Context: an optimization exercise on an open-source flow, tuned for small area, a short achievable clock period and few clock cycles. The choices shown serve that exercise and are no tape-out recipe. In this exercise RTL edits were held to simulation tests only and were not proved equivalent to the original.

<file path="design.v">
`timescale 1ns / 1ps
module pawd_crack(
    input clk,
    input reset_n,
    input [0:127] password_hash,
    input [4:0] blocknum,
    input btn_pressed,
    output reg find,
    output [7:0] out0,
    output [7:0] out1,
    output [7:0] out2,
    output [7:0] out3,
    output [7:0] out4,
    output [7:0] out5,
    output [7:0] out6,
    output [7:0] out7
    );
    localparam [31:0] IVA = 32'h67452301, IVB = 32'hefcdab89,
                      IVC = 32'h98badcfe, IVD = 32'h10325476;
    localparam [1:0] IDLE = 2'd0, LOAD = 2'd1, RUN = 2'd2, DONE = 2'd3;
    function [31:0] kpn2; input [5:0] r; begin
        kpn2 =
            ({32{r == 6'd0}} & 32'h2420715b) |
            ({32{r == 6'd1}} & 32'hc1bdceee) |
            ({32{r == 6'd2}} & 32'hf57c0faf) |
            ({32{r == 6'd3}} & 32'h4787c62a) |
            ({32{r == 6'd4}} & 32'ha8304613) |
            ({32{r == 6'd5}} & 32'hfd469501) |
            ({32{r == 6'd6}} & 32'h698098d8) |
            ({32{r == 6'd7}} & 32'h8b44f7af) |
            ({32{r == 6'd8}} & 32'hffff5bb1) |
            ({32{r == 6'd9}} & 32'h895cd7be) |
            ({32{r == 6'd10}} & 32'h6b901122) |
            ({32{r == 6'd11}} & 32'hfd987193) |
            ({32{r == 6'd12}} & 32'ha67943ce) |
            ({32{r == 6'd13}} & 32'h49b40821) |
            ({32{r == 6'd14}} & 32'h264e5592) |
            ({32{r == 6'd15}} & 32'hc040b340) |
            ({32{r == 6'd16}} & 32'h265e5a51) |
            ({32{r == 6'd17}} & 32'h19e6f7da) |
            ({32{r == 6'd18}} & 32'hd62f105d) |
            ({32{r == 6'd19}} & 32'h02441453) |
            ({32{r == 6'd20}} & 32'hd8a1e681) |
            ({32{r == 6'd21}} & 32'he7d3fbc8) |
            ({32{r == 6'd22}} & 32'h21e1cde6) |
            ({32{r == 6'd23}} & 32'hc3370816) |
            ({32{r == 6'd24}} & 32'hf4d50d87) |
            ({32{r == 6'd25}} & 32'h455a14ed) |
            ({32{r == 6'd26}} & 32'ha9e3e905) |
            ({32{r == 6'd27}} & 32'hfcefa478) |
            ({32{r == 6'd28}} & 32'h676f02d9) |
            ({32{r == 6'd29}} & 32'h8d2a4c8a) |
            ({32{r == 6'd30}} & 32'hfffa3942) |
            ({32{r == 6'd31}} & 32'h8771f681) |
            ({32{r == 6'd32}} & 32'h6d9d6122) |
            ({32{r == 6'd33}} & 32'hfde5384c) |
            ({32{r == 6'd34}} & 32'hd4ef1a74) |
            ({32{r == 6'd35}} & 32'h4bdecfa9) |
            ({32{r == 6'd36}} & 32'hf6bb4b60) |
            ({32{r == 6'd37}} & 32'hbebfbc70) |
            ({32{r == 6'd38}} & 32'h289b7ec6) |
            ({32{r == 6'd39}} & 32'h1ad1582a) |
            ({32{r == 6'd40}} & 32'hd4ef3085) |
            ({32{r == 6'd41}} & 32'h04881d05) |
            ({32{r == 6'd42}} & 32'hd9d4d039) |
            ({32{r == 6'd43}} & 32'he6db99e5) |
            ({32{r == 6'd44}} & 32'h1fa27cf8) |
            ({32{r == 6'd45}} & 32'hc4ac56e5) |
            ({32{r == 6'd46}} & 32'h24595274) |
            ({32{r == 6'd47}} & 32'h432aff97) |
            ({32{r == 6'd48}} & 32'hab9423e7) |
            ({32{r == 6'd49}} & 32'hfc93a039) |
            ({32{r == 6'd50}} & 32'h655b59c3) |
            ({32{r == 6'd51}} & 32'h8f0ccc92) |
            ({32{r == 6'd52}} & 32'hffeff47d) |
            ({32{r == 6'd53}} & 32'hb5b48e01) |
            ({32{r == 6'd54}} & 32'h6fa87e4f) |
            ({32{r == 6'd55}} & 32'hfe2ce6e0) |
            ({32{r == 6'd56}} & 32'ha3014314) |
            ({32{r == 6'd57}} & 32'h4e0811a1) |
            ({32{r == 6'd58}} & 32'hf7537e82) |
            ({32{r == 6'd59}} & 32'hbd3af235) |
            ({32{r == 6'd60}} & 32'h2ad7d33b) |
            ({32{r == 6'd61}} & 32'heb86d391) |
            ({32{r == 6'd62}} & 32'h079ad4a8) |
            ({32{r == 6'd63}} & 32'h18f7e786);
    end endfunction
    function [1:0] xseln2; input [5:0] r; begin
        xseln2 = {r == 6'd14 | r == 6'd34 | r == 6'd53 | r == 6'd63,
                  r == 6'd17 | r == 6'd39 | r == 6'd46 | r == 6'd62};
    end endfunction
    localparam [31:0] KP1 = 32'h18f7e786;  
    localparam [1:0] XS1 = 2'd2;       
    function [4:0] rotamt; input [5:0] r; begin
        case ({r[5:4], r[1:0]})
            4'd0: rotamt = 5'd7;   4'd1: rotamt = 5'd12; 4'd2: rotamt = 5'd17; 4'd3: rotamt = 5'd22;
            4'd4: rotamt = 5'd5;   4'd5: rotamt = 5'd9;  4'd6: rotamt = 5'd14; 4'd7: rotamt = 5'd20;
            4'd8: rotamt = 5'd4;   4'd9: rotamt = 5'd11; 4'd10: rotamt = 5'd16; 4'd11: rotamt = 5'd23;
            4'd12: rotamt = 5'd6;  4'd13: rotamt = 5'd10; 4'd14: rotamt = 5'd15; default: rotamt = 5'd21;
        endcase
    end endfunction
    function [31:0] xw0; input [31:0] d; begin
        xw0 = {4'h0, d[19:16], 4'h0, d[23:20], 4'h0, d[27:24], 4'h0, d[31:28]};
    end endfunction
    function [31:0] xw1; input [31:0] d; begin
        xw1 = {4'h0, d[3:0], 4'h0, d[7:4], 4'h0, d[11:8], 4'h0, d[15:12]};
    end endfunction
    reg [1:0] st;
    reg ph;               
    reg [6:0] rnd;        
    reg [31:0] G;         
    reg a0, a1;           
    reg hl, hf;           
    reg dk;               
    reg ld1;              
    reg [31:0] S, B, C, D;         
    reg [31:0] T1, Sn, B1, C1;     
    reg [4:0] sh1;
    reg [31:0] Kr;        
    reg [1:0] xs;         
    reg [3:0] fg;         
    reg ck;               
    reg [3:0] kc;         
    reg [31:0] Hc;        
    assign out0 = {4'h3, G[31:28]};
    assign out1 = {4'h3, G[27:24]};
    assign out2 = {4'h3, G[23:20]};
    assign out3 = {4'h3, G[19:16]};
    assign out4 = {4'h3, G[15:12]};
    assign out5 = {4'h3, G[11:8]};
    assign out6 = {4'h3, G[7:4]};
    assign out7 = {4'h3, G[3:0]};
    reg [31:0] G2;
    reg cy;
    integer j;
    always @(*) begin
        if (G[3:0] == 4'd8) begin G2[3:0] = 4'd0; cy = 1'b1; end
        else begin G2[3:0] = G[3:0] + 4'd2; cy = 1'b0; end
        for (j = 1; j < 8; j = j + 1) begin
            if (cy) begin
                if (G[4*j +: 4] == 4'd9) G2[4*j +: 4] = 4'd0;
                else begin G2[4*j +: 4] = G[4*j +: 4] + 4'd1; cy = 1'b0; end
            end else G2[4*j +: 4] = G[4*j +: 4];
        end
    end
    wire [31:0] F = ({32{fg[0]}} & ((B & C) | (~B & D)))
                  | ({32{fg[1]}} & ((D & B) | (~D & C)))
                  | ({32{fg[2]}} & (B ^ C ^ D))
                  | ({32{fg[3]}} & (C ^ (B | ~D)));
    wire [31:0] Gt = {G[31:1], ph};    
    wire [31:0] Xn = ({32{xs[0]}} & xw0(Gt)) | ({32{xs[1]}} & xw1(Gt));
    always @(posedge clk) begin
        T1 <= S + F;
        Sn <= D + Kr + Xn;
        B1 <= B;
        C1 <= C;
        sh1 <= rotamt(rnd[5:0]);
    end
    wire [63:0] T1d = {T1, T1} << sh1;
    wire [31:0] Bn = B1 + T1d[63:32];
    wire [31:0] Kc = ({32{kc[0]}} & IVA) | ({32{kc[1]}} & IVD)
                   | ({32{kc[2]}} & IVC) | ({32{kc[3]}} & IVB);
    wire [31:0] cin = B ^ Kc ^ Hc;
    wire [31:0] cout = (B & Kc) | (B & cin) | (Kc & cin);
    wire hit = ~cin[0] & (cin[31:1] == cout[30:0]);
    wire run = (st == RUN);
    wire n0 = a0 & hl;
    wire n1 = a1 & hf;
    wire last = rnd[6] & rnd[0];                     
    wire found = run && dk && last && (n0 | n1);
    wire drop = run && dk && !(n0 | n1);
    wire load0 = (st == LOAD) || drop;               
    wire [31:0] S0 = 32'h6edff7a9 + xw0(drop ? G2 : G);    
    always @(posedge clk) begin
        if (!reset_n) begin
            st <= IDLE;
            find <= 1'b0;
        end else begin
            case (st)
                IDLE: if (btn_pressed) st <= LOAD;
                LOAD: st <= RUN;
                RUN: if (found) begin st <= DONE; find <= 1'b1; end
                default: ;
            endcase
        end
    end
    always @(posedge clk) begin
        if (st == IDLE)
            G <= (blocknum < 5'd20) ? {blocknum[4:1], blocknum[0] ? 4'd5 : 4'd0, 24'd0} : 32'd0;
        else if (drop)
            G <= G2;
        else if (found && !n0)
            G <= {G[31:1], 1'b1};
    end
    always @(posedge clk) begin
        if (load0 || ld1) begin
            S <= S0;
            B <= IVB;
            C <= IVC;
            D <= IVD;
        end else begin
            S <= Sn;
            B <= Bn;
            C <= B1;
            D <= C1;
        end
    end
    wire [6:0] rn = rnd + 7'd1;
    always @(posedge clk) begin
        ld1 <= load0;
        if (ck) begin
            if (ph) hf <= hit;
            else hl <= hit;
        end
        if (load0) begin
            ph <= 1'b0;
            rnd <= 7'd0;
            a0 <= 1'b1;
            a1 <= 1'b1;
            dk <= 1'b0;
            Kr <= KP1;
            xs <= XS1;
            fg <= 4'b0001;
            ck <= 1'b0;
        end else begin
            ph <= ~ph;
            dk <= ph & ck;
            if (dk) begin a0 <= n0; a1 <= n1; end
            if (ph) begin
                rnd <= rn;
                Kr <= kpn2(rnd[5:0]);
                xs <= xseln2(rnd[5:0]);
                fg <= 4'b0001 << rn[5:4];
                ck <= (rn >= 7'd61) && (rn <= 7'd64);
                kc <= 4'b0001 << (rn[1:0] - 2'd1);
                case (rn[1:0])
                    2'd1: Hc <= {password_hash[24:31], password_hash[16:23], password_hash[8:15], password_hash[0:7]};
                    2'd2: Hc <= {password_hash[120:127], password_hash[112:119], password_hash[104:111], password_hash[96:103]};
                    2'd3: Hc <= {password_hash[88:95], password_hash[80:87], password_hash[72:79], password_hash[64:71]};
                    default: Hc <= {password_hash[56:63], password_hash[48:55], password_hash[40:47], password_hash[32:39]};
                endcase
            end
        end
    end
endmodule
</file>
<file path="run.sh">
#!/bin/bash
# synth_recipe.tcl (not shown) runs the flow's synth.tcl, then flattens the netlist and writes it again
# the make line also repeats each setting of config.mk as NAME=value (left out here)
make -C /OpenROAD-flow-scripts/flow DESIGN_CONFIG=/design/flow/config.mk WORK_HOME=/design/flow/orfs CLKGATE_MAP_FILE= SYNTH_SCRIPT=/design/flow/synth_recipe.tcl finish
</file>
<file path="config.mk">
export PLATFORM = sky130hd
export DESIGN_NAME = pawd_crack
export DESIGN_NICKNAME = pawd_crack
export VERILOG_FILES = /design/flow/design.v
export SDC_FILE = /design/flow/constraint.sdc
export NUM_CORES = 4
export LEC_CHECK = 0
export ABC_CLOCK_PERIOD_IN_PS = 3500
export CAP_MARGIN = 20
export CORE_MARGIN = 2
export CORE_UTILIZATION = 40
export PLACE_DENSITY = 0.6
export SETUP_SLACK_MARGIN = 5
export SLEW_MARGIN = 20
</file>
<file path="constraint.sdc">
create_clock -name core_clock -period 10.0 [get_ports {clk}]
set_input_delay 2.0000 -clock core_clock [delete_from_list [all_inputs] [get_ports {clk}]]
set_output_delay 2.0000 -clock core_clock [all_outputs]
set_load 0.01 [all_outputs]
</file>
==> results of run 1 <==
-- cell usage in the layout (no fill, tap or decap), types with 25 or more instances in the layout --
cell type,Yosys,final
nand2_1,368,368
dfxtp_1,315,309
nor2_1,263,262
o21ai_0,256,256
a21oi_1,212,212
inv_1,168,168
clkdlybuf4s50_1,0,168
xnor2_1,159,159
ha_1,127,124
mux2i_1,95,95
nor3_1,95,95
a31oi_1,89,89
edfxtp_1,70,70
and2_1,53,53
nand3_1,50,50
fa_1,50,50
clkbuf_16,0,46
or2_2,44,44
xor2_1,43,43
o22ai_1,42,42
nand2b_1,38,38
buf_4,32,37
a21o_1,36,36
mux4_2,33,33
a222oi_1,32,32
conb_1,2,32
nor4_1,28,28
o211ai_1,26,26
nor2b_1,27,26
a211oi_1,26,25
-- per-layer routing --
layer / share of wire / vias up
li1: - / 11600
met1: 0.43 / 11700
met2: 0.45 / 1144
met3: 0.072 / 241
met4: 0.045 / 0
met5: 0 / -
-- worst reg2reg max path: stages, from the launching register on --
cell	delay, ps
dfxtp_1	300
buf_4	230
inv_1	680
o21ai_0	270
mux2i_1	330
ha_1	270
inv_1	80
fa_1	440
nand2b_1	180
a21oi_1	270
o2111ai_1	200
nand2_1	170
o211ai_1	200
o2bb2ai_1	270
o221ai_1	240
nor4b_1	360
a211oi_1	70
-- sequential cells by signal, summed over array words and instances (netlist names), 4 cells and up --
register,cells
kc,4
B1,32
S,32
Kr,32
Sn,32
T1,32
Hc,32
C,32
sh1,5
C1,32
rnd,7
fg,4
D,32
B,32
G,32
-- through the flow --
step / std cells / setup WS (ps) / hold slack (ps)
after floorplan: 3272 / 5160 / 329
after global placement: 4123 / 5010 / 387
after detailed placement: 4123 / 4920 / 394
after CTS: 4205 / 5240 / 395
after global routing: 4206 / 5040 / 409
final: 4207 / 5320 / 394
-- worst max path at each step --
| stage | from | end | slack (ps) | cells past startpoint |
|---|---|---|---|---|
| finish | sh1[3] | B[30] | 5320 | 16 |
| floorplan | sh1[0] | B[31] | 5160 | 18 |
| global route | sh1[3] | B[30] | 5040 | 16 |
| CTS | fg[3] | T1[30] | 5240 | 16 |
| global placement | sh1[0] | B[31] | 5010 | 14 |
| detailed placement | sh1[0] | B[31] | 4920 | 14 |
-- area by class of cell --
type                    count  area [sq um]
flip-flops and latches    385          8420
diodes                      1          2.50
repair buffers            207          1990
clock buffers              62          1290
fillers                  6420         35500
inverters                 171           642
clock inverters            20           178
multi-input cells        2497         16900
well taps                 864          1080
-- cell families (layout without fill, tap and decap cells) --
group | after synthesis | in the layout | share of synthesized area
and+or+nand+nor | 1069 | 1069 | 0.190
AOI/OAI and AO/OA | 870 | 870 | 0.202
buffers and inverters | 390 | 460 | 0.0594
DFF | 385 | 385 | 0.314
xor gates and xnor gates | 202 | 202 | 0.0661
adders and majority gates | 177 | 177 | 0.0967
muxes | 147 | 147 | 0.0713
other | 2 | 33 | 0.000280
-- timing repair --
item,4_1_cts,5_1_grt
gates cloned,0,0
pin swaps,0,0
gates resized for setup,1,2
endpoints found under the setup margin,2,4
buffers inserted,0,1
==> results.sh, run 1 <==
export IMPL_cts_path_max_buffers=3
export IMPL_startpoint_type="flop"
export IMPL_rsz0062_at_grt="false"
export IMPL_crit_buf_inv=3
export IMPL_setup_viol=0
export IMPL_netlist_instances=3242
export IMPL_seq_area_frac_synth=0.314
export IMPL_worstPathCellList="buf_4, inv_1, o21ai_0, mux2i_1, ha_1, inv_1, fa_1, nand2b_1, a21oi_1, o2111ai_1, nand2_1, o211ai_1, o2bb2ai_1, o221ai_1, nor4b_1, a211oi_1"
export IMPL_worstHoldPathCells=0
export IMPL_cp_slowest_cell="inv_1"
export IMPL_drt_iter0_drc=3058
export IMPL_synth_common_cells="nand2_1, dfxtp_1, nor2_1, o21ai_0, a21oi_1"
export IMPL_dieWidth_um=263
export IMPL_fin_nets=3620
export IMPL_timing_rr_start="sh1[3]"
export IMPL_r2r_end="B[30]"
export IMPL_use_met3=0.0348
export IMPL_syn_cell_area_sq_um=26800
export IMPL_cp_required_ps=10450
export IMPL_ys_types=93
export IMPL_setup_tns_ps=0
export IMPL_reg2reg_depth=16
export IMPL_place_area_sq_um=29000
export IMPL_cp_top_family="compound AO/OA/AOI/OAI gates"
export IMPL_cp_max_fo=32
export IMPL_cts_tree="done"
export IMPL_cts_sinks=385
export IMPL_rows=94
export IMPL_vias=24800
export IMPL_first_pass_iters=9
export IMPL_grt_pass1_vias=23400
export IMPL_place_hpwl_um=73600
export IMPL_drc_errors=0
export IMPL_use_met2=0.442
export IMPL_synthArstFlopShare=0
export IMPL_grt_pass1_wl_um=148000
export IMPL_cpMostUsedCell="inv_1"
export IMPL_synth_area_per_cell_sq_um=8.26
export IMPL_fp_coreArea_sq_um=66000
export IMPL_syn2layout_area_growth_pct=14.0
export IMPL_r2r_slack_ps=5320
export IMPL_routedWlPerCell_um=23.5
export IMPL_drive_gt1_frac=0.0721
export IMPL_max_slew_worst_pin_slew_ps=1210
export IMPL_path_clk_slew_ps=60
export IMPL_clockRootBuffer="clkbuf_16"
export IMPL_min_from="B[3]"
export IMPL_antenna_found_initial=0
export IMPL_fin_crit_ps=4680
export IMPL_routabilityCongestion=1.05
export IMPL_hold_viol=0
export IMPL_via_per_inst=5.89
export IMPL_synth_edf_count=70
export IMPL_endpoint_kind="flop"
export IMPL_grt_max_degree=83
export IMPL_ys_seq_elements=385
export IMPL_yosys_top_cells_area="dfxtp_1, edfxtp_1, ha_1"
export IMPL_grt_overflow=0
export IMPL_holdCritPathClass="flop to flop"
export IMPL_yosys_cell_count_top_type="nand2_1"
export IMPL_start_util=0.406
export IMPL_stdcell_area_sq_um=30500
export IMPL_skew_ps=20.3
export IMPL_numCtsBuffers=45
export IMPL_routed_wl_um=98700
export IMPL_ant_nets=0
export IMPL_top_level_ports=201
export IMPL_die_area_sq_um=69000
export IMPL_met1_usage=0.379
export IMPL_portBuffers=168
export IMPL_relSlewSlack=0.186
export IMPL_critical_path_class="flop to flop"
export IMPL_drv_cap=0
export IMPL_max_freq_mhz=214
export IMPL_yosysWarnings=1
export IMPL_top_usage_layer="met2"
export IMPL_yosys_area_top_type_share=0.235
export IMPL_fp_dieH_um=263
export IMPL_final_util=0.463
export IMPL_finalCritPeriodShare=0.468
export IMPL_clk_latency_ps=590
export IMPL_hold_end="B1[3]"
export IMPL_gr_usage_all_layers=0.277
export IMPL_cp_arrival_ps=5130
export IMPL_yosys_area_top_type="dfxtp_1"
export IMPL_status="complete, no violations"
export IMPL_synthFlopType="dfxtp_1"
export IMPL_drv_slew=0
export IMPL_h_tree_depth=2
export IMPL_worst_path_largest_cell_delay_ps=660
export IMPL_ctsHoldBuffers=0
Testbench counts, summed over its fixed seeds: cycles 213,774.
==> run 2, diff against run 1 <==
--- a/config.mk
+++ b/config.mk
@@ -6,5 +6,5 @@
 export NUM_CORES = 4
 export LEC_CHECK = 0
-export ABC_CLOCK_PERIOD_IN_PS = 3500
+export ABC_AREA = 1
 export CAP_MARGIN = 20
 export CORE_MARGIN = 2
==> run 2 against run 1 <==
Compared with the run above: non-clock buffer count shrank 13; clock-buffer cell count grew 4; fmax grew 4.5%; still clean; largest cell class unchanged; worst setup slack gained 200 ps; die area shrank 2.5%.
==> results.sh, run 2 <==
export IMPL_status="complete, no violations"
export IMPL_yosys_area_top_type="dfxtp_1"
export IMPL_gr_usage_all_layers=0.300
export IMPL_synth_common_cells="nand2_1, inv_1, nor2_1, dfxtp_1, o21ai_0"
export IMPL_routedWlPerCell_um=21.8
export IMPL_synthArstFlopShare=0
export IMPL_routed_wl_um=103000
export IMPL_cts_path_max_buffers=3
export IMPL_fin_nets=4147
export IMPL_yosys_area_top_type_share=0.242
export IMPL_holdCritPathClass="flop to flop"
export IMPL_drv_slew=0
export IMPL_yosys_cell_count_top_type="nand2_1"
export IMPL_ant_nets=0
export IMPL_whs_ps=395
export IMPL_drv_cap=0
export IMPL_grt_max_degree=63
export IMPL_fin_crit_ps=4480
export IMPL_drc_errors=0
export IMPL_fp_dieH_um=259
export IMPL_clockRootBuffer="clkbuf_16"
export IMPL_final_util=0.467
export IMPL_drt_iter0_drc=2671
export IMPL_drive_gt1_frac=0.0651
export IMPL_max_slew_worst_pin_slew_ps=1020
export IMPL_ys_types=66
export IMPL_start_util=0.405
export IMPL_post_cts_resized=0
export IMPL_grt_overflow=0
export IMPL_synth_edf_count=70
export IMPL_via_per_inst=5.47
export IMPL_setup_viol=0
export IMPL_postCtsSetupRepairBufs=0
export IMPL_vias=25900
export IMPL_setup_tns_ps=0
export IMPL_startpoint_type="flop"
export IMPL_max_freq_mhz=223
export IMPL_endpoint_kind="flop"
export IMPL_ctsHoldBuffers=0
export IMPL_die_area_sq_um=67300
export IMPL_dieWidth_um=259
export IMPL_top_level_ports=201
export IMPL_grt_pass1_wl_um=153000
export IMPL_nFillCells=6685
export IMPL_critical_path_class="flop to flop"
export IMPL_synthFlopType="dfxtp_1"
export IMPL_final_cell_mix="nand2_1, inv_1, nor2_1, dfxtp_1, o21ai_0"
export IMPL_first_pass_iters=6
export IMPL_relSlewSlack=0.317
export IMPL_final_common_cell="nand2_1"
export IMPL_portBuffers=168
export IMPL_cts_sinks=385
export IMPL_cp_arrival_ps=4990
export IMPL_finalCritPeriodShare=0.448
export IMPL_antenna_found_initial=6
export IMPL_cp_max_fo=38
export IMPL_syn_cell_area_sq_um=26100
export IMPL_grt_pass1_vias=24400
export IMPL_clk_latency_ps=590
export IMPL_cp_required_ps=10520
export IMPL_fp_coreArea_sq_um=64500
export IMPL_place_hpwl_um=82900
export IMPL_numCtsBuffers=47
export IMPL_synth_area_per_cell_sq_um=7.07
export IMPL_cts_tree="done"
export IMPL_routabilityCongestion=1.06
export IMPL_h_tree_depth=2
export IMPL_ys_seq_elements=385
export IMPL_path_clk_slew_ps=60
export IMPL_yosys_top_cells_area="dfxtp_1, nand2_1, edfxtp_1"
export IMPL_seq_area_frac_synth=0.322
export IMPL_yosysWarnings=1
export IMPL_skew_ps=19.7
export IMPL_syn2layout_area_growth_pct=15.3
export IMPL_rsz0062_at_grt="false"
export IMPL_hold_viol=0
export IMPL_netlist_instances=3692
export IMPL_rows=93
## run 2: worst max-delay path, cell delays in order, from the launching register on
cell,delay (ps)
dfxtp_1,380
inv_1,430
buf_4,410
o21ai_0,140
inv_1,80
nor2_1,40
a21oi_1,230
mux2i_1,110
inv_1,90
nand2_1,50
o21ai_0,80
ha_1,190
inv_1,60
fa_1,420
o21ai_0,270
a31oi_1,210
o21ai_0,500
a21oi_1,190
o21ai_0,230
o21ai_0,110
a21oi_1,160
## run 2: final cells by class
type                    instances  area, sq um  share of cell area
inverters                     534         2000              0.0666
flip-flops and latches        385         8410               0.279
clock buffers                  66         1390              0.0462
multi-input cells            2672        15100               0.503
diodes                          1         2.50           0.0000831
clock inverters                20          208             0.00690
repair buffers                194         1880              0.0624
well taps                     855         1070              0.0355
## run 2: metrics by stage
step           cells  setup WS, ps  area [sq um]
2_1_floorplan   3722          6590         26200
3_3_place_gp    4640          5690         28500
3_5_place_dp    4640          5660         28500
4_1_cts         4726          5620         30100
5_1_grt         4727          5110         30100
6_report        4727          5520         30100
## run 2: metal layers
metal | GRT usage | wire [um] | vias up
met3 | 0.0447 | 6660 | 261
met5 | 0 | 0 | -
met1 | 0.397 | 44600 | 12000
met4 | 0.154 | 6000 | 0
li1 | - | - | 12500
met2 | 0.476 | 45900 | 1040
## run 2: cell families (layout without fill, tap and decap cells)
kind of cell,Yosys count,after routing,share of synthesized area
and+or+nand+nor,1564,1564,0.262
AOI/OAI and AO/OA,792,792,0.177
buffers and inverters,665,814,0.102
DFF,385,385,0.322
adders and majority gates,177,177,0.0992
xor gates and xnor gates,81,81,0.0272
muxes,26,26,0.0100
other,2,33,0.000288
## run 2: worst paths after layout
check | from | slack, ps | to | cells after the start
max | sh1[1] | 5520 | B[20] | 20
min | C1[15] | 390 | D[15] | 2
max reg2reg | sh1[1] | 5520 | B[20] | 20
min reg2reg | C1[15] | 390 | D[15] | 2

[what the ideal ports hide]
In the flow no input, the clock included, has a driving cell. The finished layouts below were timed again as built, in two steps. Step 1 (the two cells are an assumption about what drives the block):
set clk [get_ports {clk}]
set_driving_cell -lib_cell sky130_fd_sc_hd__clkbuf_16 $clk
set_driving_cell -lib_cell sky130_fd_sc_hd__buf_2 [delete_from_list [all_inputs] $clk]
Step 2 adds t to the input delays and takes it off the output delays; t is the mean of the earliest and latest rising clock arrival at the registers after step 1. Input paths then give back, and output paths get back, about the clock's delay inside the block. Three values: ideal ports, drivers, drivers and shift; two values: the first two.
| run | shift t [ns] | setup WS [ns] | worst register clock-pin slew, ns |
|---|---|---|---|
| run 1 | 0.642 | 5.322 / 5.322 / 5.322 | 0.07 / 0.07 |
| run 2 | 0.640 | 5.522 / 5.522 / 5.522 | 0.06 / 0.06 |
After both steps setup and hold are still met in every run listed.
